This is an optimization exercise on Yosys and OpenROAD, whose aim is small area, a short achievable clock period and few clock cycles per item, not a production implementation. Function was not checked in any run shown here: the RTL went through the layout flow alone.

==> flow/design.v, too long to show whole: its modules and the start of the top module <==
// module sqrt_binary_search: 991 lines
module sqrt_binary_search (
    input  logic        clk,
    input  logic        rst,         
    input  logic        valid_in,
    input  logic [15:0] x,           
    output logic [15:0] x_sqrt,      
    output logic        valid_out
);
  // ...
==> flow/flow/run.sh <==
#!/bin/bash
# The standard layout (standard.sh), with these changes:
#  - synthesis: no adder-cell mapping (ADDER_MAP_FILE empty), so ABC maps the
#    adders from plain gates instead of the slow ha/fa cells, and the final ABC
#    mapping uses flow/abc_iter.script (see flow/synth_iter.tcl);
#  - buf_2 cells as the port buffers (buffer_ports otherwise picks the slow
#    clkdlybuf4s50_1);
#  - setup repair only resizes cells (SETUP_MOVE_SEQUENCE=sizeup).
set -e
here=$(pwd)
export ADDER_MAP_FILE=
export BUFFER_PORTS_ARGS="-buffer_cell sky130_fd_sc_hd__buf_2"
export SETUP_MOVE_SEQUENCE=sizeup
bash standard.sh SYNTH_SCRIPT=$here/flow/synth_iter.tcl finish > standard.log 2>&1
==> flow/flow/abc_iter.script <==
strash
dch
map -B 0.9
strash
dch
map -B 0.9
strash
dch
map -B 0.9
strash
dch
map -B 0.9
strash
dch
map -B 0.9
strash
dch
map -B 0.9
strash
dch
map -B 0.9
strash
dch
map -B 0.9
topo
stime -c
buffer -c
upsize -c
dnsize -c
==> flow/flow/synth_iter.tcl <==
# The standard flow's synthesis (synth_recipe.tcl, which sources ORFS's synth.tcl) with one
# change: the final technology mapping runs ABC with abc_iter.script, which
# repeats ORFS's area script's strash/dch/map round 8 times before sizing.
# Everything before it (synth -nofsm -noshare, flip-flop mapping) and after it
# (flatten, renames) is the standard flow's own, so the registers are the standard ones.
set ::abc_iter_script [file normalize [file join [file dirname [info script]] abc_iter.script]]
set ::synth_recipe_tcl [file normalize [file join [file dirname [info script]] .. synth_recipe.tcl]]
proc abc {args} {
  set i [lsearch -exact $args -script]
  if {$i >= 0} { lset args [expr {$i + 1}] $::abc_iter_script }
  puts "abc: mapping with $::abc_iter_script"
  yosys abc {*}$args
}
source $::synth_recipe_tcl
==> flow/standard.sh <==
#!/bin/bash
# synth_recipe.tcl (not shown) runs the flow's synth.tcl, then flattens the netlist and writes it again
# the make line also repeats each setting of config.mk as NAME=value (left out here)
make -C /OpenROAD-flow-scripts/flow DESIGN_CONFIG=/design/flow/config.mk WORK_HOME=/design/flow/orfs CLKGATE_MAP_FILE= SYNTH_SCRIPT=/design/flow/synth_recipe.tcl "${@:-finish}"
==> flow/config.mk <==
export PLATFORM = sky130hd
export DESIGN_NAME = sqrt_binary_search
export DESIGN_NICKNAME = sqrt_binary_search
export VERILOG_FILES = /design/flow/design.v
export SDC_FILE = /design/flow/constraint.sdc
export NUM_CORES = 4
export LEC_CHECK = 0
export ABC_AREA = 1
export CAP_MARGIN = 20
export CORE_MARGIN = 2
export CORE_UTILIZATION = 40
export PLACE_DENSITY = 0.85
export SETUP_SLACK_MARGIN = 3.5
export SLEW_MARGIN = 20
export TNS_END_PERCENT = 10
==> flow/constraint.sdc <==
create_clock -name core_clock -period 11.0 [get_ports {clk}]
set_input_delay 2.2000 -clock core_clock [delete_from_list [all_inputs] [get_ports {clk}]]
set_output_delay 2.2000 -clock core_clock [all_outputs]
set_load 0.01 [all_outputs]
==> results.json, run 1 <==
{
  "fin_crit_sh_pct": 61.22,
  "setup_slack_ns": 4.266,
  "inv_count": 91,
  "timing.fmax_ghz": 0.1485,
  "num-clock-buffers": 4,
  "io_buffers": 31,
  "grt_pass1_vias": 3794,
  "syn_area_sq_mm": 0.003951,
  "drv_slew": 0,
  "synth_cell_types": 37,
  "die_width_um": 103.4,
  "synth-edff-count": 0,
  "vias_per_cell": 4.708,
  "met3_usage_pct": 0.8737,
  "use_met2_pct": 31.32,
  "nMultiInputCombCells": 571,
  "finalSetupViolations": 0,
  "synthTopCellsByCount": "nand2_1, nand3_1, inv_1",
  "cp-startpoint": "q_r[0]$_DFF_P_",
  "largest_cell_class": "multi-input gates",
  "drt_iter0_drc": 108,
  "crit_cells": 37,
  "cts_resized": 0,
  "critical-path-top-delay-family": "simple AND/OR/NAND/NOR gates",
  "maxCapViolCount": 0,
  "ys_top_cells_by_area": "nand2_1, nand2_2, nand3_1",
  "area_growth_pct": 8.708,
  "start_kind": "flip-flop",
  "multiInputGateArea_sq_mm": 0.003196,
  "post_cts_buffers": 0,
  "yosys.area_share.simple_pct": 65.29,
  "ant_nets": 0,
  "outcome": "no timing/DRC/antenna violations"
}
==> run 2, diff against run 1 <==
--- a/flow/design.v
+++ b/flow/design.v
@@ -569,49 +569,49 @@
     assign t_p8_1[9] = t_p8_0[9] & t_p8_0[8];
     assign t_g8_1[10] = t_g8_0[10];
     assign t_p8_1[10] = t_p8_0[10];
     wire [10:0] t_g8_2, t_p8_2;
     assign t_g8_2[0] = t_g8_1[0];
     assign t_p8_2[0] = t_p8_1[0];
     assign t_g8_2[1] = t_g8_1[1];
     assign t_p8_2[1] = t_p8_1[1];
-    assign t_g8_2[2] = t_g8_1[2] | (t_p8_1[2] & t_g8_1[1]);
-    assign t_p8_2[2] = t_p8_1[2] & t_p8_1[1];
+    assign t_g8_2[2] = t_g8_1[2];
+    assign t_p8_2[2] = t_p8_1[2];
     assign t_g8_2[3] = t_g8_1[3] | (t_p8_1[3] & t_g8_1[1]);
     assign t_p8_2[3] = t_p8_1[3] & t_p8_1[1];
     assign t_g8_2[4] = t_g8_1[4];
     assign t_p8_2[4] = t_p8_1[4];
     assign t_g8_2[5] = t_g8_1[5];
     assign t_p8_2[5] = t_p8_1[5];
-    assign t_g8_2[6] = t_g8_1[6] | (t_p8_1[6] & t_g8_1[5]);
-    assign t_p8_2[6] = t_p8_1[6] & t_p8_1[5];
+    assign t_g8_2[6] = t_g8_1[6];
+    assign t_p8_2[6] = t_p8_1[6];
     assign t_g8_2[7] = t_g8_1[7] | (t_p8_1[7] & t_g8_1[5]);
     assign t_p8_2[7] = t_p8_1[7] & t_p8_1[5];
     assign t_g8_2[8] = t_g8_1[8];
     assign t_p8_2[8] = t_p8_1[8];
     assign t_g8_2[9] = t_g8_1[9];
     assign t_p8_2[9] = t_p8_1[9];
-    assign t_g8_2[10] = t_g8_1[10] | (t_p8_1[10] & t_g8_1[9]);
-    assign t_p8_2[10] = t_p8_1[10] & t_p8_1[9];
+    assign t_g8_2[10] = t_g8_1[10];
+    assign t_p8_2[10] = t_p8_1[10];
     wire [10:0] t_g8_3, t_p8_3;
     assign t_g8_3[0] = t_g8_2[0];
     assign t_p8_3[0] = t_p8_2[0];
     assign t_g8_3[1] = t_g8_2[1];
     assign t_p8_3[1] = t_p8_2[1];
     assign t_g8_3[2] = t_g8_2[2];
     assign t_p8_3[2] = t_p8_2[2];
     assign t_g8_3[3] = t_g8_2[3];
     assign t_p8_3[3] = t_p8_2[3];
-    assign t_g8_3[4] = t_g8_2[4] | (t_p8_2[4] & t_g8_2[3]);
-    assign t_p8_3[4] = t_p8_2[4] & t_p8_2[3];
-    assign t_g8_3[5] = t_g8_2[5] | (t_p8_2[5] & t_g8_2[3]);
-    assign t_p8_3[5] = t_p8_2[5] & t_p8_2[3];
-    assign t_g8_3[6] = t_g8_2[6] | (t_p8_2[6] & t_g8_2[3]);
-    assign t_p8_3[6] = t_p8_2[6] & t_p8_2[3];
+    assign t_g8_3[4] = t_g8_2[4];
+    assign t_p8_3[4] = t_p8_2[4];
+    assign t_g8_3[5] = t_g8_2[5];
+    assign t_p8_3[5] = t_p8_2[5];
+    assign t_g8_3[6] = t_g8_2[6];
+    assign t_p8_3[6] = t_p8_2[6];
     assign t_g8_3[7] = t_g8_2[7] | (t_p8_2[7] & t_g8_2[3]);
     assign t_p8_3[7] = t_p8_2[7] & t_p8_2[3];
     assign t_g8_3[8] = t_g8_2[8];
     assign t_p8_3[8] = t_p8_2[8];
     assign t_g8_3[9] = t_g8_2[9];
     assign t_p8_3[9] = t_p8_2[9];
     assign t_g8_3[10] = t_g8_2[10];
     assign t_p8_3[10] = t_p8_2[10];
@@ -621,29 +621,52 @@
     assign t_g8_4[1] = t_g8_3[1];
     assign t_p8_4[1] = t_p8_3[1];
     assign t_g8_4[2] = t_g8_3[2];
     assign t_p8_4[2] = t_p8_3[2];
     assign t_g8_4[3] = t_g8_3[3];
     assign t_p8_4[3] = t_p8_3[3];
     assign t_g8_4[4] = t_g8_3[4];
     assign t_p8_4[4] = t_p8_3[4];
-    assign t_g8_4[5] = t_g8_3[5];
-    assign t_p8_4[5] = t_p8_3[5];
+    assign t_g8_4[5] = t_g8_3[5] | (t_p8_3[5] & t_g8_3[3]);
+    assign t_p8_4[5] = t_p8_3[5] & t_p8_3[3];
     assign t_g8_4[6] = t_g8_3[6];
     assign t_p8_4[6] = t_p8_3[6];
     assign t_g8_4[7] = t_g8_3[7];
     assign t_p8_4[7] = t_p8_3[7];
-    assign t_g8_4[8] = t_g8_3[8] | (t_p8_3[8] & t_g8_3[7]);
-    assign t_p8_4[8] = t_p8_3[8] & t_p8_3[7];
+    assign t_g8_4[8] = t_g8_3[8];
+    assign t_p8_4[8] = t_p8_3[8];
     assign t_g8_4[9] = t_g8_3[9] | (t_p8_3[9] & t_g8_3[7]);
     assign t_p8_4[9] = t_p8_3[9] & t_p8_3[7];
-    assign t_g8_4[10] = t_g8_3[10] | (t_p8_3[10] & t_g8_3[7]);
-    assign t_p8_4[10] = t_p8_3[10] & t_p8_3[7];
-    wire [10:0] t_c8 = {t_g8_4[9:0], 1'b0};
+    assign t_g8_4[10] = t_g8_3[10];
+    assign t_p8_4[10] = t_p8_3[10];
+    wire [10:0] t_g8_5, t_p8_5;
+    assign t_g8_5[0] = t_g8_4[0];
+    assign t_p8_5[0] = t_p8_4[0];
+    assign t_g8_5[1] = t_g8_4[1];
+    assign t_p8_5[1] = t_p8_4[1];
+    assign t_g8_5[2] = t_g8_4[2] | (t_p8_4[2] & t_g8_4[1]);
+    assign t_p8_5[2] = t_p8_4[2] & t_p8_4[1];
+    assign t_g8_5[3] = t_g8_4[3];
+    assign t_p8_5[3] = t_p8_4[3];
+    assign t_g8_5[4] = t_g8_4[4] | (t_p8_4[4] & t_g8_4[3]);
+    assign t_p8_5[4] = t_p8_4[4] & t_p8_4[3];
+    assign t_g8_5[5] = t_g8_4[5];
+    assign t_p8_5[5] = t_p8_4[5];
+    assign t_g8_5[6] = t_g8_4[6] | (t_p8_4[6] & t_g8_4[5]);
+    assign t_p8_5[6] = t_p8_4[6] & t_p8_4[5];
+    assign t_g8_5[7] = t_g8_4[7];
+    assign t_p8_5[7] = t_p8_4[7];
+    assign t_g8_5[8] = t_g8_4[8] | (t_p8_4[8] & t_g8_4[7]);
+    assign t_p8_5[8] = t_p8_4[8] & t_p8_4[7];
+    assign t_g8_5[9] = t_g8_4[9];
+    assign t_p8_5[9] = t_p8_4[9];
+    assign t_g8_5[10] = t_g8_4[10] | (t_p8_4[10] & t_g8_4[9]);
+    assign t_p8_5[10] = t_p8_4[10] & t_p8_4[9];
+    wire [10:0] t_c8 = {t_g8_5[9:0], 1'b0};
     wire [10:0] t_r9 = t_a8 ^ (t_o8 ^ t_c8);
     wire [8:0] t_q9 = {q_r, ~t_r9[10]};
     wire [11:0] t_a9 = {t_r9[9:0], 2'b00};
     wire [11:0] t_o9 = {t_q9[0], t_q9 ^ {9{t_q9[0]}}, 2'b11};
     wire [11:0] t_g9_0 = t_a9 & t_o9;
     wire [11:0] t_p9_0 = t_a9 | t_o9;
     wire [11:0] t_g9_1, t_p9_1;
     assign t_g9_1[0] = t_g9_0[0];
@@ -670,51 +693,51 @@
     assign t_p9_1[10] = t_p9_0[10];
     assign t_g9_1[11] = t_g9_0[11] | (t_p9_0[11] & t_g9_0[10]);
     assign t_p9_1[11] = t_p9_0[11] & t_p9_0[10];
     wire [11:0] t_g9_2, t_p9_2;
     assign t_g9_2[0] = t_g9_1[0];
     assign t_p9_2[0] = t_p9_1[0];
     assign t_g9_2[1] = t_g9_1[1];
     assign t_p9_2[1] = t_p9_1[1];
-    assign t_g9_2[2] = t_g9_1[2] | (t_p9_1[2] & t_g9_1[1]);
-    assign t_p9_2[2] = t_p9_1[2] & t_p9_1[1];
+    assign t_g9_2[2] = t_g9_1[2];
+    assign t_p9_2[2] = t_p9_1[2];
     assign t_g9_2[3] = t_g9_1[3] | (t_p9_1[3] & t_g9_1[1]);
     assign t_p9_2[3] = t_p9_1[3] & t_p9_1[1];
     assign t_g9_2[4] = t_g9_1[4];
     assign t_p9_2[4] = t_p9_1[4];
     assign t_g9_2[5] = t_g9_1[5];
     assign t_p9_2[5] = t_p9_1[5];
-    assign t_g9_2[6] = t_g9_1[6] | (t_p9_1[6] & t_g9_1[5]);
-    assign t_p9_2[6] = t_p9_1[6] & t_p9_1[5];
+    assign t_g9_2[6] = t_g9_1[6];
+    assign t_p9_2[6] = t_p9_1[6];
     assign t_g9_2[7] = t_g9_1[7] | (t_p9_1[7] & t_g9_1[5]);
     assign t_p9_2[7] = t_p9_1[7] & t_p9_1[5];
     assign t_g9_2[8] = t_g9_1[8];
     assign t_p9_2[8] = t_p9_1[8];
     assign t_g9_2[9] = t_g9_1[9];
     assign t_p9_2[9] = t_p9_1[9];
-    assign t_g9_2[10] = t_g9_1[10] | (t_p9_1[10] & t_g9_1[9]);
-    assign t_p9_2[10] = t_p9_1[10] & t_p9_1[9];
+    assign t_g9_2[10] = t_g9_1[10];
+    assign t_p9_2[10] = t_p9_1[10];
     assign t_g9_2[11] = t_g9_1[11] | (t_p9_1[11] & t_g9_1[9]);
     assign t_p9_2[11] = t_p9_1[11] & t_p9_1[9];
     wire [11:0] t_g9_3, t_p9_3;
     assign t_g9_3[0] = t_g9_2[0];
     assign t_p9_3[0] = t_p9_2[0];
     assign t_g9_3[1] = t_g9_2[1];
     assign t_p9_3[1] = t_p9_2[1];
     assign t_g9_3[2] = t_g9_2[2];
     assign t_p9_3[2] = t_p9_2[2];
     assign t_g9_3[3] = t_g9_2[3];
     assign t_p9_3[3] = t_p9_2[3];
-    assign t_g9_3[4] = t_g9_2[4] | (t_p9_2[4] & t_g9_2[3]);
-    assign t_p9_3[4] = t_p9_2[4] & t_p9_2[3];
-    assign t_g9_3[5] = t_g9_2[5] | (t_p9_2[5] & t_g9_2[3]);
-    assign t_p9_3[5] = t_p9_2[5] & t_p9_2[3];
-    assign t_g9_3[6] = t_g9_2[6] | (t_p9_2[6] & t_g9_2[3]);
-    assign t_p9_3[6] = t_p9_2[6] & t_p9_2[3];
+    assign t_g9_3[4] = t_g9_2[4];
+    assign t_p9_3[4] = t_p9_2[4];
+    assign t_g9_3[5] = t_g9_2[5];
+    assign t_p9_3[5] = t_p9_2[5];
+    assign t_g9_3[6] = t_g9_2[6];
+    assign t_p9_3[6] = t_p9_2[6];
     assign t_g9_3[7] = t_g9_2[7] | (t_p9_2[7] & t_g9_2[3]);
     assign t_p9_3[7] = t_p9_2[7] & t_p9_2[3];
     assign t_g9_3[8] = t_g9_2[8];
     assign t_p9_3[8] = t_p9_2[8];
     assign t_g9_3[9] = t_g9_2[9];
     assign t_p9_3[9] = t_p9_2[9];
     assign t_g9_3[10] = t_g9_2[10];
     assign t_p9_3[10] = t_p9_2[10];
@@ -732,25 +755,75 @@
     assign t_g9_4[4] = t_g9_3[4];
     assign t_p9_4[4] = t_p9_3[4];
     assign t_g9_4[5] = t_g9_3[5];
     assign t_p9_4[5] = t_p9_3[5];
     assign t_g9_4[6] = t_g9_3[6];
     assign t_p9_4[6] = t_p9_3[6];
     assign t_g9_4[7] = t_g9_3[7];
     assign t_p9_4[7] = t_p9_3[7];
-    assign t_g9_4[8] = t_g9_3[8] | (t_p9_3[8] & t_g9_3[7]);
-    assign t_p9_4[8] = t_p9_3[8] & t_p9_3[7];
-    assign t_g9_4[9] = t_g9_3[9] | (t_p9_3[9] & t_g9_3[7]);
-    assign t_p9_4[9] = t_p9_3[9] & t_p9_3[7];
-    assign t_g9_4[10] = t_g9_3[10] | (t_p9_3[10] & t_g9_3[7]);
-    assign t_p9_4[10] = t_p9_3[10] & t_p9_3[7];
+    assign t_g9_4[8] = t_g9_3[8];
+    assign t_p9_4[8] = t_p9_3[8];
+    assign t_g9_4[9] = t_g9_3[9];
+    assign t_p9_4[9] = t_p9_3[9];
+    assign t_g9_4[10] = t_g9_3[10];
+    assign t_p9_4[10] = t_p9_3[10];
     assign t_g9_4[11] = t_g9_3[11] | (t_p9_3[11] & t_g9_3[7]);
     assign t_p9_4[11] = t_p9_3[11] & t_p9_3[7];
-    wire [11:0] t_c9 = {t_g9_4[10:0], 1'b0};
+    wire [11:0] t_g9_5, t_p9_5;
+    assign t_g9_5[0] = t_g9_4[0];
+    assign t_p9_5[0] = t_p9_4[0];
+    assign t_g9_5[1] = t_g9_4[1];
+    assign t_p9_5[1] = t_p9_4[1];
+    assign t_g9_5[2] = t_g9_4[2];
+    assign t_p9_5[2] = t_p9_4[2];
+    assign t_g9_5[3] = t_g9_4[3];
+    assign t_p9_5[3] = t_p9_4[3];
+    assign t_g9_5[4] = t_g9_4[4];
+    assign t_p9_5[4] = t_p9_4[4];
+    assign t_g9_5[5] = t_g9_4[5] | (t_p9_4[5] & t_g9_4[3]);
+    assign t_p9_5[5] = t_p9_4[5] & t_p9_4[3];
+    assign t_g9_5[6] = t_g9_4[6];
+    assign t_p9_5[6] = t_p9_4[6];
+    assign t_g9_5[7] = t_g9_4[7];
+    assign t_p9_5[7] = t_p9_4[7];
+    assign t_g9_5[8] = t_g9_4[8];
+    assign t_p9_5[8] = t_p9_4[8];
+    assign t_g9_5[9] = t_g9_4[9] | (t_p9_4[9] & t_g9_4[7]);
+    assign t_p9_5[9] = t_p9_4[9] & t_p9_4[7];
+    assign t_g9_5[10] = t_g9_4[10];
+    assign t_p9_5[10] = t_p9_4[10];
+    assign t_g9_5[11] = t_g9_4[11];
+    assign t_p9_5[11] = t_p9_4[11];
+    wire [11:0] t_g9_6, t_p9_6;
+    assign t_g9_6[0] = t_g9_5[0];
+    assign t_p9_6[0] = t_p9_5[0];
+    assign t_g9_6[1] = t_g9_5[1];
+    assign t_p9_6[1] = t_p9_5[1];
+    assign t_g9_6[2] = t_g9_5[2] | (t_p9_5[2] & t_g9_5[1]);
+    assign t_p9_6[2] = t_p9_5[2] & t_p9_5[1];
+    assign t_g9_6[3] = t_g9_5[3];
+    assign t_p9_6[3] = t_p9_5[3];
+    assign t_g9_6[4] = t_g9_5[4] | (t_p9_5[4] & t_g9_5[3]);
+    assign t_p9_6[4] = t_p9_5[4] & t_p9_5[3];
+    assign t_g9_6[5] = t_g9_5[5];
+    assign t_p9_6[5] = t_p9_5[5];
+    assign t_g9_6[6] = t_g9_5[6] | (t_p9_5[6] & t_g9_5[5]);
+    assign t_p9_6[6] = t_p9_5[6] & t_p9_5[5];
+    assign t_g9_6[7] = t_g9_5[7];
+    assign t_p9_6[7] = t_p9_5[7];
+    assign t_g9_6[8] = t_g9_5[8] | (t_p9_5[8] & t_g9_5[7]);
+    assign t_p9_6[8] = t_p9_5[8] & t_p9_5[7];
+    assign t_g9_6[9] = t_g9_5[9];
+    assign t_p9_6[9] = t_p9_5[9];
+    assign t_g9_6[10] = t_g9_5[10] | (t_p9_5[10] & t_g9_5[9]);
+    assign t_p9_6[10] = t_p9_5[10] & t_p9_5[9];
+    assign t_g9_6[11] = t_g9_5[11];
+    assign t_p9_6[11] = t_p9_5[11];
+    wire [11:0] t_c9 = {t_g9_6[10:0], 1'b0};
     wire [11:0] t_r10 = t_a9 ^ (t_o9 ^ t_c9);
     wire [9:0] t_q10 = {t_q9, ~t_r10[11]};
     wire [12:0] t_a10 = {t_r10[10:0], 2'b00};
     wire [12:0] t_o10 = {t_q10[0], t_q10 ^ {10{t_q10[0]}}, 2'b11};
     wire [12:0] t_g10_0 = t_a10 & t_o10;
     wire [12:0] t_p10_0 = t_a10 | t_o10;
     wire [12:0] t_g10_1, t_p10_1;
     assign t_g10_1[0] = t_g10_0[0];
@@ -779,65 +852,65 @@
     assign t_p10_1[11] = t_p10_0[11] & t_p10_0[10];
     assign t_g10_1[12] = t_g10_0[12];
     assign t_p10_1[12] = t_p10_0[12];
     wire [12:0] t_g10_2, t_p10_2;
     assign t_g10_2[0] = t_g10_1[0];
     assign t_p10_2[0] = t_p10_1[0];
     assign t_g10_2[1] = t_g10_1[1];
     assign t_p10_2[1] = t_p10_1[1];
-    assign t_g10_2[2] = t_g10_1[2] | (t_p10_1[2] & t_g10_1[1]);
-    assign t_p10_2[2] = t_p10_1[2] & t_p10_1[1];
+    assign t_g10_2[2] = t_g10_1[2];
+    assign t_p10_2[2] = t_p10_1[2];
     assign t_g10_2[3] = t_g10_1[3] | (t_p10_1[3] & t_g10_1[1]);
     assign t_p10_2[3] = t_p10_1[3] & t_p10_1[1];
     assign t_g10_2[4] = t_g10_1[4];
     assign t_p10_2[4] = t_p10_1[4];
     assign t_g10_2[5] = t_g10_1[5];
     assign t_p10_2[5] = t_p10_1[5];
-    assign t_g10_2[6] = t_g10_1[6] | (t_p10_1[6] & t_g10_1[5]);
-    assign t_p10_2[6] = t_p10_1[6] & t_p10_1[5];
+    assign t_g10_2[6] = t_g10_1[6];
+    assign t_p10_2[6] = t_p10_1[6];
     assign t_g10_2[7] = t_g10_1[7] | (t_p10_1[7] & t_g10_1[5]);
     assign t_p10_2[7] = t_p10_1[7] & t_p10_1[5];
     assign t_g10_2[8] = t_g10_1[8];
     assign t_p10_2[8] = t_p10_1[8];
     assign t_g10_2[9] = t_g10_1[9];
     assign t_p10_2[9] = t_p10_1[9];
-    assign t_g10_2[10] = t_g10_1[10] | (t_p10_1[10] & t_g10_1[9]);
-    assign t_p10_2[10] = t_p10_1[10] & t_p10_1[9];
+    assign t_g10_2[10] = t_g10_1[10];
+    assign t_p10_2[10] = t_p10_1[10];
     assign t_g10_2[11] = t_g10_1[11] | (t_p10_1[11] & t_g10_1[9]);
     assign t_p10_2[11] = t_p10_1[11] & t_p10_1[9];
     assign t_g10_2[12] = t_g10_1[12];
     assign t_p10_2[12] = t_p10_1[12];
     wire [12:0] t_g10_3, t_p10_3;
     assign t_g10_3[0] = t_g10_2[0];
     assign t_p10_3[0] = t_p10_2[0];
     assign t_g10_3[1] = t_g10_2[1];
     assign t_p10_3[1] = t_p10_2[1];
     assign t_g10_3[2] = t_g10_2[2];
     assign t_p10_3[2] = t_p10_2[2];
     assign t_g10_3[3] = t_g10_2[3];
     assign t_p10_3[3] = t_p10_2[3];
-    assign t_g10_3[4] = t_g10_2[4] | (t_p10_2[4] & t_g10_2[3]);
-    assign t_p10_3[4] = t_p10_2[4] & t_p10_2[3];
-    assign t_g10_3[5] = t_g10_2[5] | (t_p10_2[5] & t_g10_2[3]);
-    assign t_p10_3[5] = t_p10_2[5] & t_p10_2[3];
-    assign t_g10_3[6] = t_g10_2[6] | (t_p10_2[6] & t_g10_2[3]);
-    assign t_p10_3[6] = t_p10_2[6] & t_p10_2[3];
+    assign t_g10_3[4] = t_g10_2[4];
+    assign t_p10_3[4] = t_p10_2[4];
+    assign t_g10_3[5] = t_g10_2[5];
+    assign t_p10_3[5] = t_p10_2[5];
+    assign t_g10_3[6] = t_g10_2[6];
+    assign t_p10_3[6] = t_p10_2[6];
     assign t_g10_3[7] = t_g10_2[7] | (t_p10_2[7] & t_g10_2[3]);
     assign t_p10_3[7] = t_p10_2[7] & t_p10_2[3];
     assign t_g10_3[8] = t_g10_2[8];
     assign t_p10_3[8] = t_p10_2[8];
     assign t_g10_3[9] = t_g10_2[9];
     assign t_p10_3[9] = t_p10_2[9];
     assign t_g10_3[10] = t_g10_2[10];
     assign t_p10_3[10] = t_p10_2[10];
     assign t_g10_3[11] = t_g10_2[11];
     assign t_p10_3[11] = t_p10_2[11];
-    assign t_g10_3[12] = t_g10_2[12] | (t_p10_2[12] & t_g10_2[11]);
-    assign t_p10_3[12] = t_p10_2[12] & t_p10_2[11];
+    assign t_g10_3[12] = t_g10_2[12];
+    assign t_p10_3[12] = t_p10_2[12];
     wire [12:0] t_g10_4, t_p10_4;
     assign t_g10_4[0] = t_g10_3[0];
     assign t_p10_4[0] = t_p10_3[0];
     assign t_g10_4[1] = t_g10_3[1];
     assign t_p10_4[1] = t_p10_3[1];
     assign t_g10_4[2] = t_g10_3[2];
     assign t_p10_4[2] = t_p10_3[2];
     assign t_g10_4[3] = t_g10_3[3];
@@ -845,27 +918,81 @@
     assign t_g10_4[4] = t_g10_3[4];
     assign t_p10_4[4] = t_p10_3[4];
     assign t_g10_4[5] = t_g10_3[5];
     assign t_p10_4[5] = t_p10_3[5];
     assign t_g10_4[6] = t_g10_3[6];
     assign t_p10_4[6] = t_p10_3[6];
     assign t_g10_4[7] = t_g10_3[7];
     assign t_p10_4[7] = t_p10_3[7];
-    assign t_g10_4[8] = t_g10_3[8] | (t_p10_3[8] & t_g10_3[7]);
-    assign t_p10_4[8] = t_p10_3[8] & t_p10_3[7];
-    assign t_g10_4[9] = t_g10_3[9] | (t_p10_3[9] & t_g10_3[7]);
-    assign t_p10_4[9] = t_p10_3[9] & t_p10_3[7];
-    assign t_g10_4[10] = t_g10_3[10] | (t_p10_3[10] & t_g10_3[7]);
-    assign t_p10_4[10] = t_p10_3[10] & t_p10_3[7];
+    assign t_g10_4[8] = t_g10_3[8];
+    assign t_p10_4[8] = t_p10_3[8];
+    assign t_g10_4[9] = t_g10_3[9];
+    assign t_p10_4[9] = t_p10_3[9];
+    assign t_g10_4[10] = t_g10_3[10];
+    assign t_p10_4[10] = t_p10_3[10];
     assign t_g10_4[11] = t_g10_3[11] | (t_p10_3[11] & t_g10_3[7]);
     assign t_p10_4[11] = t_p10_3[11] & t_p10_3[7];
-    assign t_g10_4[12] = t_g10_3[12] | (t_p10_3[12] & t_g10_3[7]);
-    assign t_p10_4[12] = t_p10_3[12] & t_p10_3[7];
-    wire [12:0] t_c10 = {t_g10_4[11:0], 1'b0};
+    assign t_g10_4[12] = t_g10_3[12];
+    assign t_p10_4[12] = t_p10_3[12];
+    wire [12:0] t_g10_5, t_p10_5;
+    assign t_g10_5[0] = t_g10_4[0];
+    assign t_p10_5[0] = t_p10_4[0];
+    assign t_g10_5[1] = t_g10_4[1];
+    assign t_p10_5[1] = t_p10_4[1];
+    assign t_g10_5[2] = t_g10_4[2];
+    assign t_p10_5[2] = t_p10_4[2];
+    assign t_g10_5[3] = t_g10_4[3];
+    assign t_p10_5[3] = t_p10_4[3];
+    assign t_g10_5[4] = t_g10_4[4];
+    assign t_p10_5[4] = t_p10_4[4];
+    assign t_g10_5[5] = t_g10_4[5] | (t_p10_4[5] & t_g10_4[3]);
+    assign t_p10_5[5] = t_p10_4[5] & t_p10_4[3];
+    assign t_g10_5[6] = t_g10_4[6];
+    assign t_p10_5[6] = t_p10_4[6];
+    assign t_g10_5[7] = t_g10_4[7];
+    assign t_p10_5[7] = t_p10_4[7];
+    assign t_g10_5[8] = t_g10_4[8];
+    assign t_p10_5[8] = t_p10_4[8];
+    assign t_g10_5[9] = t_g10_4[9] | (t_p10_4[9] & t_g10_4[7]);
+    assign t_p10_5[9] = t_p10_4[9] & t_p10_4[7];
+    assign t_g10_5[10] = t_g10_4[10];
+    assign t_p10_5[10] = t_p10_4[10];
+    assign t_g10_5[11] = t_g10_4[11];
+    assign t_p10_5[11] = t_p10_4[11];
+    assign t_g10_5[12] = t_g10_4[12];
+    assign t_p10_5[12] = t_p10_4[12];
+    wire [12:0] t_g10_6, t_p10_6;
+    assign t_g10_6[0] = t_g10_5[0];
+    assign t_p10_6[0] = t_p10_5[0];
+    assign t_g10_6[1] = t_g10_5[1];
+    assign t_p10_6[1] = t_p10_5[1];
+    assign t_g10_6[2] = t_g10_5[2] | (t_p10_5[2] & t_g10_5[1]);
+    assign t_p10_6[2] = t_p10_5[2] & t_p10_5[1];
+    assign t_g10_6[3] = t_g10_5[3];
+    assign t_p10_6[3] = t_p10_5[3];
+    assign t_g10_6[4] = t_g10_5[4] | (t_p10_5[4] & t_g10_5[3]);
+    assign t_p10_6[4] = t_p10_5[4] & t_p10_5[3];
+    assign t_g10_6[5] = t_g10_5[5];
+    assign t_p10_6[5] = t_p10_5[5];
+    assign t_g10_6[6] = t_g10_5[6] | (t_p10_5[6] & t_g10_5[5]);
+    assign t_p10_6[6] = t_p10_5[6] & t_p10_5[5];
+    assign t_g10_6[7] = t_g10_5[7];
+    assign t_p10_6[7] = t_p10_5[7];
+    assign t_g10_6[8] = t_g10_5[8] | (t_p10_5[8] & t_g10_5[7]);
+    assign t_p10_6[8] = t_p10_5[8] & t_p10_5[7];
+    assign t_g10_6[9] = t_g10_5[9];
+    assign t_p10_6[9] = t_p10_5[9];
+    assign t_g10_6[10] = t_g10_5[10] | (t_p10_5[10] & t_g10_5[9]);
+    assign t_p10_6[10] = t_p10_5[10] & t_p10_5[9];
+    assign t_g10_6[11] = t_g10_5[11];
+    assign t_p10_6[11] = t_p10_5[11];
+    assign t_g10_6[12] = t_g10_5[12] | (t_p10_5[12] & t_g10_5[11]);
+    assign t_p10_6[12] = t_p10_5[12] & t_p10_5[11];
+    wire [12:0] t_c10 = {t_g10_6[11:0], 1'b0};
     wire [12:0] t_r11 = t_a10 ^ (t_o10 ^ t_c10);
     wire [10:0] t_q11 = {t_q10, ~t_r11[12]};
     wire [13:0] t_a11 = {t_r11[11:0], 2'b00};
     wire [13:0] t_o11 = {t_q11[0], t_q11 ^ {11{t_q11[0]}}, 2'b11};
     wire [13:0] t_g11_0 = t_a11 & t_o11;
     wire [13:0] t_p11_0 = t_a11 | t_o11;
     wire [13:0] t_g11_1, t_p11_1;
     assign t_g11_1[0] = t_g11_0[0];
@@ -896,69 +1023,69 @@
     assign t_p11_1[12] = t_p11_0[12];
     assign t_g11_1[13] = t_g11_0[13] | (t_p11_0[13] & t_g11_0[12]);
     assign t_p11_1[13] = t_p11_0[13] & t_p11_0[12];
     wire [13:0] t_g11_2, t_p11_2;
     assign t_g11_2[0] = t_g11_1[0];
     assign t_p11_2[0] = t_p11_1[0];
     assign t_g11_2[1] = t_g11_1[1];
     assign t_p11_2[1] = t_p11_1[1];
-    assign t_g11_2[2] = t_g11_1[2] | (t_p11_1[2] & t_g11_1[1]);
-    assign t_p11_2[2] = t_p11_1[2] & t_p11_1[1];
+    assign t_g11_2[2] = t_g11_1[2];
+    assign t_p11_2[2] = t_p11_1[2];
     assign t_g11_2[3] = t_g11_1[3] | (t_p11_1[3] & t_g11_1[1]);
     assign t_p11_2[3] = t_p11_1[3] & t_p11_1[1];
     assign t_g11_2[4] = t_g11_1[4];
     assign t_p11_2[4] = t_p11_1[4];
     assign t_g11_2[5] = t_g11_1[5];
     assign t_p11_2[5] = t_p11_1[5];
-    assign t_g11_2[6] = t_g11_1[6] | (t_p11_1[6] & t_g11_1[5]);
-    assign t_p11_2[6] = t_p11_1[6] & t_p11_1[5];
+    assign t_g11_2[6] = t_g11_1[6];
+    assign t_p11_2[6] = t_p11_1[6];
     assign t_g11_2[7] = t_g11_1[7] | (t_p11_1[7] & t_g11_1[5]);
     assign t_p11_2[7] = t_p11_1[7] & t_p11_1[5];
     assign t_g11_2[8] = t_g11_1[8];
     assign t_p11_2[8] = t_p11_1[8];
     assign t_g11_2[9] = t_g11_1[9];
     assign t_p11_2[9] = t_p11_1[9];
-    assign t_g11_2[10] = t_g11_1[10] | (t_p11_1[10] & t_g11_1[9]);
-    assign t_p11_2[10] = t_p11_1[10] & t_p11_1[9];
+    assign t_g11_2[10] = t_g11_1[10];
+    assign t_p11_2[10] = t_p11_1[10];
     assign t_g11_2[11] = t_g11_1[11] | (t_p11_1[11] & t_g11_1[9]);
     assign t_p11_2[11] = t_p11_1[11] & t_p11_1[9];
     assign t_g11_2[12] = t_g11_1[12];
     assign t_p11_2[12] = t_p11_1[12];
     assign t_g11_2[13] = t_g11_1[13];
     assign t_p11_2[13] = t_p11_1[13];
     wire [13:0] t_g11_3, t_p11_3;
     assign t_g11_3[0] = t_g11_2[0];
     assign t_p11_3[0] = t_p11_2[0];
     assign t_g11_3[1] = t_g11_2[1];
     assign t_p11_3[1] = t_p11_2[1];
     assign t_g11_3[2] = t_g11_2[2];
     assign t_p11_3[2] = t_p11_2[2];
     assign t_g11_3[3] = t_g11_2[3];
     assign t_p11_3[3] = t_p11_2[3];
-    assign t_g11_3[4] = t_g11_2[4] | (t_p11_2[4] & t_g11_2[3]);
-    assign t_p11_3[4] = t_p11_2[4] & t_p11_2[3];
-    assign t_g11_3[5] = t_g11_2[5] | (t_p11_2[5] & t_g11_2[3]);
-    assign t_p11_3[5] = t_p11_2[5] & t_p11_2[3];
-    assign t_g11_3[6] = t_g11_2[6] | (t_p11_2[6] & t_g11_2[3]);
-    assign t_p11_3[6] = t_p11_2[6] & t_p11_2[3];
+    assign t_g11_3[4] = t_g11_2[4];
+    assign t_p11_3[4] = t_p11_2[4];
+    assign t_g11_3[5] = t_g11_2[5];
+    assign t_p11_3[5] = t_p11_2[5];
+    assign t_g11_3[6] = t_g11_2[6];
+    assign t_p11_3[6] = t_p11_2[6];
     assign t_g11_3[7] = t_g11_2[7] | (t_p11_2[7] & t_g11_2[3]);
     assign t_p11_3[7] = t_p11_2[7] & t_p11_2[3];
     assign t_g11_3[8] = t_g11_2[8];
     assign t_p11_3[8] = t_p11_2[8];
     assign t_g11_3[9] = t_g11_2[9];
     assign t_p11_3[9] = t_p11_2[9];
     assign t_g11_3[10] = t_g11_2[10];
     assign t_p11_3[10] = t_p11_2[10];
     assign t_g11_3[11] = t_g11_2[11];
     assign t_p11_3[11] = t_p11_2[11];
-    assign t_g11_3[12] = t_g11_2[12] | (t_p11_2[12] & t_g11_2[11]);
-    assign t_p11_3[12] = t_p11_2[12] & t_p11_2[11];
-    assign t_g11_3[13] = t_g11_2[13] | (t_p11_2[13] & t_g11_2[11]);
-    assign t_p11_3[13] = t_p11_2[13] & t_p11_2[11];
+    assign t_g11_3[12] = t_g11_2[12];
+    assign t_p11_3[12] = t_p11_2[12];
+    assign t_g11_3[13] = t_g11_2[13];
+    assign t_p11_3[13] = t_p11_2[13];
     wire [13:0] t_g11_4, t_p11_4;
     assign t_g11_4[0] = t_g11_3[0];
     assign t_p11_4[0] = t_p11_3[0];
     assign t_g11_4[1] = t_g11_3[1];
     assign t_p11_4[1] = t_p11_3[1];
     assign t_g11_4[2] = t_g11_3[2];
     assign t_p11_4[2] = t_p11_3[2];
     assign t_g11_4[3] = t_g11_3[3];
@@ -966,26 +1093,84 @@
     assign t_g11_4[4] = t_g11_3[4];
     assign t_p11_4[4] = t_p11_3[4];
     assign t_g11_4[5] = t_g11_3[5];
     assign t_p11_4[5] = t_p11_3[5];
     assign t_g11_4[6] = t_g11_3[6];
     assign t_p11_4[6] = t_p11_3[6];
     assign t_g11_4[7] = t_g11_3[7];
     assign t_p11_4[7] = t_p11_3[7];
-    assign t_g11_4[8] = t_g11_3[8] | (t_p11_3[8] & t_g11_3[7]);
-    assign t_p11_4[8] = t_p11_3[8] & t_p11_3[7];
-    assign t_g11_4[9] = t_g11_3[9] | (t_p11_3[9] & t_g11_3[7]);
-    assign t_p11_4[9] = t_p11_3[9] & t_p11_3[7];
-    assign t_g11_4[10] = t_g11_3[10] | (t_p11_3[10] & t_g11_3[7]);
-    assign t_p11_4[10] = t_p11_3[10] & t_p11_3[7];
+    assign t_g11_4[8] = t_g11_3[8];
+    assign t_p11_4[8] = t_p11_3[8];
+    assign t_g11_4[9] = t_g11_3[9];
+    assign t_p11_4[9] = t_p11_3[9];
+    assign t_g11_4[10] = t_g11_3[10];
+    assign t_p11_4[10] = t_p11_3[10];
     assign t_g11_4[11] = t_g11_3[11] | (t_p11_3[11] & t_g11_3[7]);
     assign t_p11_4[11] = t_p11_3[11] & t_p11_3[7];
-    assign t_g11_4[12] = t_g11_3[12] | (t_p11_3[12] & t_g11_3[7]);
-    assign t_p11_4[12] = t_p11_3[12] & t_p11_3[7];
-    assign t_g11_4[13] = t_g11_3[13] | (t_p11_3[13] & t_g11_3[7]);
-    assign t_p11_4[13] = t_p11_3[13] & t_p11_3[7];
-    wire [13:0] t_c11 = {t_g11_4[12:0], 1'b0};
+    assign t_g11_4[12] = t_g11_3[12];
+    assign t_p11_4[12] = t_p11_3[12];
+    assign t_g11_4[13] = t_g11_3[13];
+    assign t_p11_4[13] = t_p11_3[13];
+    wire [13:0] t_g11_5, t_p11_5;
+    assign t_g11_5[0] = t_g11_4[0];
+    assign t_p11_5[0] = t_p11_4[0];
+    assign t_g11_5[1] = t_g11_4[1];
+    assign t_p11_5[1] = t_p11_4[1];
+    assign t_g11_5[2] = t_g11_4[2];
+    assign t_p11_5[2] = t_p11_4[2];
+    assign t_g11_5[3] = t_g11_4[3];
+    assign t_p11_5[3] = t_p11_4[3];
+    assign t_g11_5[4] = t_g11_4[4];
+    assign t_p11_5[4] = t_p11_4[4];
+    assign t_g11_5[5] = t_g11_4[5] | (t_p11_4[5] & t_g11_4[3]);
+    assign t_p11_5[5] = t_p11_4[5] & t_p11_4[3];
+    assign t_g11_5[6] = t_g11_4[6];
+    assign t_p11_5[6] = t_p11_4[6];
+    assign t_g11_5[7] = t_g11_4[7];
+    assign t_p11_5[7] = t_p11_4[7];
+    assign t_g11_5[8] = t_g11_4[8];
+    assign t_p11_5[8] = t_p11_4[8];
+    assign t_g11_5[9] = t_g11_4[9] | (t_p11_4[9] & t_g11_4[7]);
+    assign t_p11_5[9] = t_p11_4[9] & t_p11_4[7];
+    assign t_g11_5[10] = t_g11_4[10];
+    assign t_p11_5[10] = t_p11_4[10];
+    assign t_g11_5[11] = t_g11_4[11];
+    assign t_p11_5[11] = t_p11_4[11];
+    assign t_g11_5[12] = t_g11_4[12];
+    assign t_p11_5[12] = t_p11_4[12];
+    assign t_g11_5[13] = t_g11_4[13] | (t_p11_4[13] & t_g11_4[11]);
+    assign t_p11_5[13] = t_p11_4[13] & t_p11_4[11];
+    wire [13:0] t_g11_6, t_p11_6;
+    assign t_g11_6[0] = t_g11_5[0];
+    assign t_p11_6[0] = t_p11_5[0];
+    assign t_g11_6[1] = t_g11_5[1];
+    assign t_p11_6[1] = t_p11_5[1];
+    assign t_g11_6[2] = t_g11_5[2] | (t_p11_5[2] & t_g11_5[1]);
+    assign t_p11_6[2] = t_p11_5[2] & t_p11_5[1];
+    assign t_g11_6[3] = t_g11_5[3];
+    assign t_p11_6[3] = t_p11_5[3];
+    assign t_g11_6[4] = t_g11_5[4] | (t_p11_5[4] & t_g11_5[3]);
+    assign t_p11_6[4] = t_p11_5[4] & t_p11_5[3];
+    assign t_g11_6[5] = t_g11_5[5];
+    assign t_p11_6[5] = t_p11_5[5];
+    assign t_g11_6[6] = t_g11_5[6] | (t_p11_5[6] & t_g11_5[5]);
+    assign t_p11_6[6] = t_p11_5[6] & t_p11_5[5];
+    assign t_g11_6[7] = t_g11_5[7];
+    assign t_p11_6[7] = t_p11_5[7];
+    assign t_g11_6[8] = t_g11_5[8] | (t_p11_5[8] & t_g11_5[7]);
+    assign t_p11_6[8] = t_p11_5[8] & t_p11_5[7];
+    assign t_g11_6[9] = t_g11_5[9];
+    assign t_p11_6[9] = t_p11_5[9];
+    assign t_g11_6[10] = t_g11_5[10] | (t_p11_5[10] & t_g11_5[9]);
+    assign t_p11_6[10] = t_p11_5[10] & t_p11_5[9];
+    assign t_g11_6[11] = t_g11_5[11];
+    assign t_p11_6[11] = t_p11_5[11];
+    assign t_g11_6[12] = t_g11_5[12] | (t_p11_5[12] & t_g11_5[11]);
+    assign t_p11_6[12] = t_p11_5[12] & t_p11_5[11];
+    assign t_g11_6[13] = t_g11_5[13];
+    assign t_p11_6[13] = t_p11_5[13];
+    wire [13:0] t_c11 = {t_g11_6[12:0], 1'b0};
     wire [13:0] t_r12 = t_a11 ^ (t_o11 ^ t_c11);
     wire [11:0] t_q12 = {t_q11, ~t_r12[13]};
     assign x_sqrt    = {4'd0, t_q12};
     assign valid_out = v_r;
 endmodule
==> run 2 against run 1 <==
Still clean on timing, DRC and antenna. Setup slack worse by 0.18 ns. Die area is 3.5% lower. Flip-flop and latch count stayed put. Cell area is 3.2% lower. Non-clock buffer count stayed put. Synthesized area is 3.6% lower. Global-route usage is 0.53 points higher. Highest routed layer unchanged.
==> results.json, run 2 <==
{
  "outcome": "no timing/DRC/antenna violations",
  "drv_slew": 0,
  "tritoncts": "yes",
  "fp.coreArea_sq_mm": 0.009240,
  "slowest_delay_ns": 0.42,
  "pin_count": 36,
  "largest-register": "r_r",
  "clockBufferDepth": 2,
  "ys_seq_area_share_pct": 9.464,
  "grt.total_usage_pct": 17.56,
  "area_growth_pct": 9.201,
  "synth-edff-count": 0,
  "antenna_cells": 0,
  "overflow": 0,
  "grt_pass1_wl_um": 15210,
  "cts_root_buffer": "clkbuf_8",
  "yosys.area.top_type": "nand2_1",
  "start_kind": "flip-flop",
  "io_buffers": 31,
  "syn_inst": 685,
  "largest_reg_flops": 9,
  "yosysMostFrequentCell": "nand2_1",
  "cpMostUsedCell": "nand2_1",
  "vias": 4120,
  "finalSetupViolations": 0,
  "ys_top_cells_by_area": "nand2_1, nand3_1, dfxtp_1",
  "ys_ff_latch": 18,
  "drtPass1Iterations": 5,
  "die_width_um": 101.6,
  "slew_headroom_pct": 50.92,
  "worst-endpoint-arrival_ns": 4.72,
  "required_ns": 8.80,
  "synthTopCellsByCount": "nand2_1, nand3_1, inv_1",
  "routedWlPerCell_um": 10.69,
  "cp_max_fo": 11,
  "syn_avg_cell_area_sq_um": 5.558,
  "endpoint_kind": "output pin",
  "drc": 0,
  "reg_top3": "r_r (9), q_r (8), v_r (1)",
  "min_path_type": "in -> reg",
  "ant_nets": 0,
  "place_congestion": 0.9269,
  "hold_depth": 2,
  "drt_iter0_drc": 204,
  "layout_commonest_cell": "nand2_1",
  "grt_pass1_vias": 3551,
  "dp_hpwl_um": 7609,
  "die_area_sq_mm": 0.01031,
  "syn_area_sq_mm": 0.003807,
  "fin_tns_setup_ns": 0,
  "ys_async_sr_fraction_pct": 0,
  "fin_crit_sh_pct": 62.90,
  "rsz0062_at_grt": "no",
  "totalWireLength_um": 9021,
  "critPathSlowestCell": "dfxtp_2",
  "hold_buffers": 0,
  "layout.nets": 735,
  "vias_per_cell": 4.882,
  "start_util_pct": 41.21,
  "synth_cell_types": 32,
  "tightest_slew_ns": 0.7313,
  "yosys_warnings": 1,
  "finalHoldViolCount": 0,
  "synth_top_area_share_pct": 23.46,
  "layout-drive-gt1-share_pct": 19.16,
  "timing.fmax_ghz": 0.1445,
  "crit_type": "reg -> out",
  "cts_sinks": 18,
  "row_count": 35,
  "synthFlopType": "dfxtp_1",
  "htreeDepth": 1,
  "clk_pin_slew_ns": 0.07,
  "grt_max_degree": 14,
  "fin_crit_ns": 6.919,
  "maxCapViolCount": 0,
  "fp.dieH_um": 101.6,
  "antenna_found_initial": 0,
  "final_cell_mix": "nand2_1, nand3_1, inv_1, nor2_1, xor2_1",
  "numCtsBuffers": 3
}
run 2: cell types whose count changed in the layout (fill, tap and decap cells not counted), sizes merged, moves of 2 or more:
cell	before	now
nand3b	3	8
nor2	34	50
xor2	32	35
xnor2	19	16
inv	89	94
a21oi	6	8
o21ai	8	13
nand4	5	1
nand3	109	146
nand2	338	276
run 2: repair_timing:
action	4_1_cts	5_1_grt
gates resized for setup	0	10
buffers inserted	0	0
setup endpoints to repair	0	1
endpoints found under the hold margin	0	0
run 2: through the flow:
stage	hold WS, ns	instance area (sq um)	setup WS, ns	utilization [%]	std cells
final	2.087	4158	4.081	45.00	844
after global routing	2.099	4158	3.503	45.00	844
after detailed placement	2.360	4074	3.896	44.09	840
after floorplan	2.257	3819	4.849	-	688
after CTS	2.086	4129	3.602	44.69	844
after global placement	2.355	4074	4.081	44.09	840
run 2: path summary, 6_finish.rpt:
check | start | to | slack [ns]
worst min-delay path | rst | v_r$_SDFF_PP0_ | 2.09
worst max-delay path | q_r[2]$_DFF_P_ | x_sqrt[0] | 4.08
run 2: logic make-up (layout without fill, tap and decap cells):
| logic type | after synthesis | in the layout | synth area share, % |
|---|---|---|---|
| other cells | 1 | 4 | 0.09849 |
| flops | 18 | 18 | 9.464 |
| compound gates | 26 | 26 | 3.714 |
| buf+inv | 102 | 129 | 10.88 |
| xor+xnor | 51 | 51 | 11.93 |
| simple gates | 487 | 487 | 63.92 |
run 2: layout make-up:
class | instances | area (sq um)
fill | 973 | 5082
multi-input combinational | 568 | 3067
clock buffer | 4 | 55.05
inverter | 94 | 352.8
sequential | 18 | 366.6
tap | 129 | 161.4
timing repair buffer | 31 | 155.1
run 2: worst max-delay path: cells and delay by family, from the launching register on:
family | cells | cell delay, ns
buf+inv | 2 | 0.26
flops | 1 | 0.42
simple gates | 39 | 3.79
run 2: routing by layer:
layer	track usage (%)	part of all wire (%)	up-vias
met5	0	0	-
met4	5.094	1.5	0
met3	0.8282	4.7	16
met2	30.87	48	120
met1	23.19	46	1776
li1	-	-	2208

[afterwards: timing with drivers on the ports]
The results above use ideal ports. As a check the final layouts listed here were re-extracted and re-timed, cells and wires unchanged. Step 1 sets driving cells, clkbuf_16 on the clock port and buf_2 on the other inputs (assumed; they add their load-dependent delay and slew). Step 2 adds t to the input delays and takes it off the output delays; t is the mean of the earliest and latest rising clock arrival at the registers after step 1. Input paths then give back, and output paths get back, about the clock's delay inside the block. Three values: no drivers, after step 1, after step 2; two values: the first two.
run	shift t [ns]	setup WS [ns]	latest minus earliest clock arrival (ns)	worst register clock-pin slew, ns	cell pins on the clock port's net
run 1	0.282	4.266 / 4.239 / 4.521	0.002 / 0.002	0.06 / 0.06	1
run 2	0.284	4.081 / 4.051 / 4.336	0.004 / 0.005	0.07 / 0.07	1
After both steps every run listed still meets setup and hold.
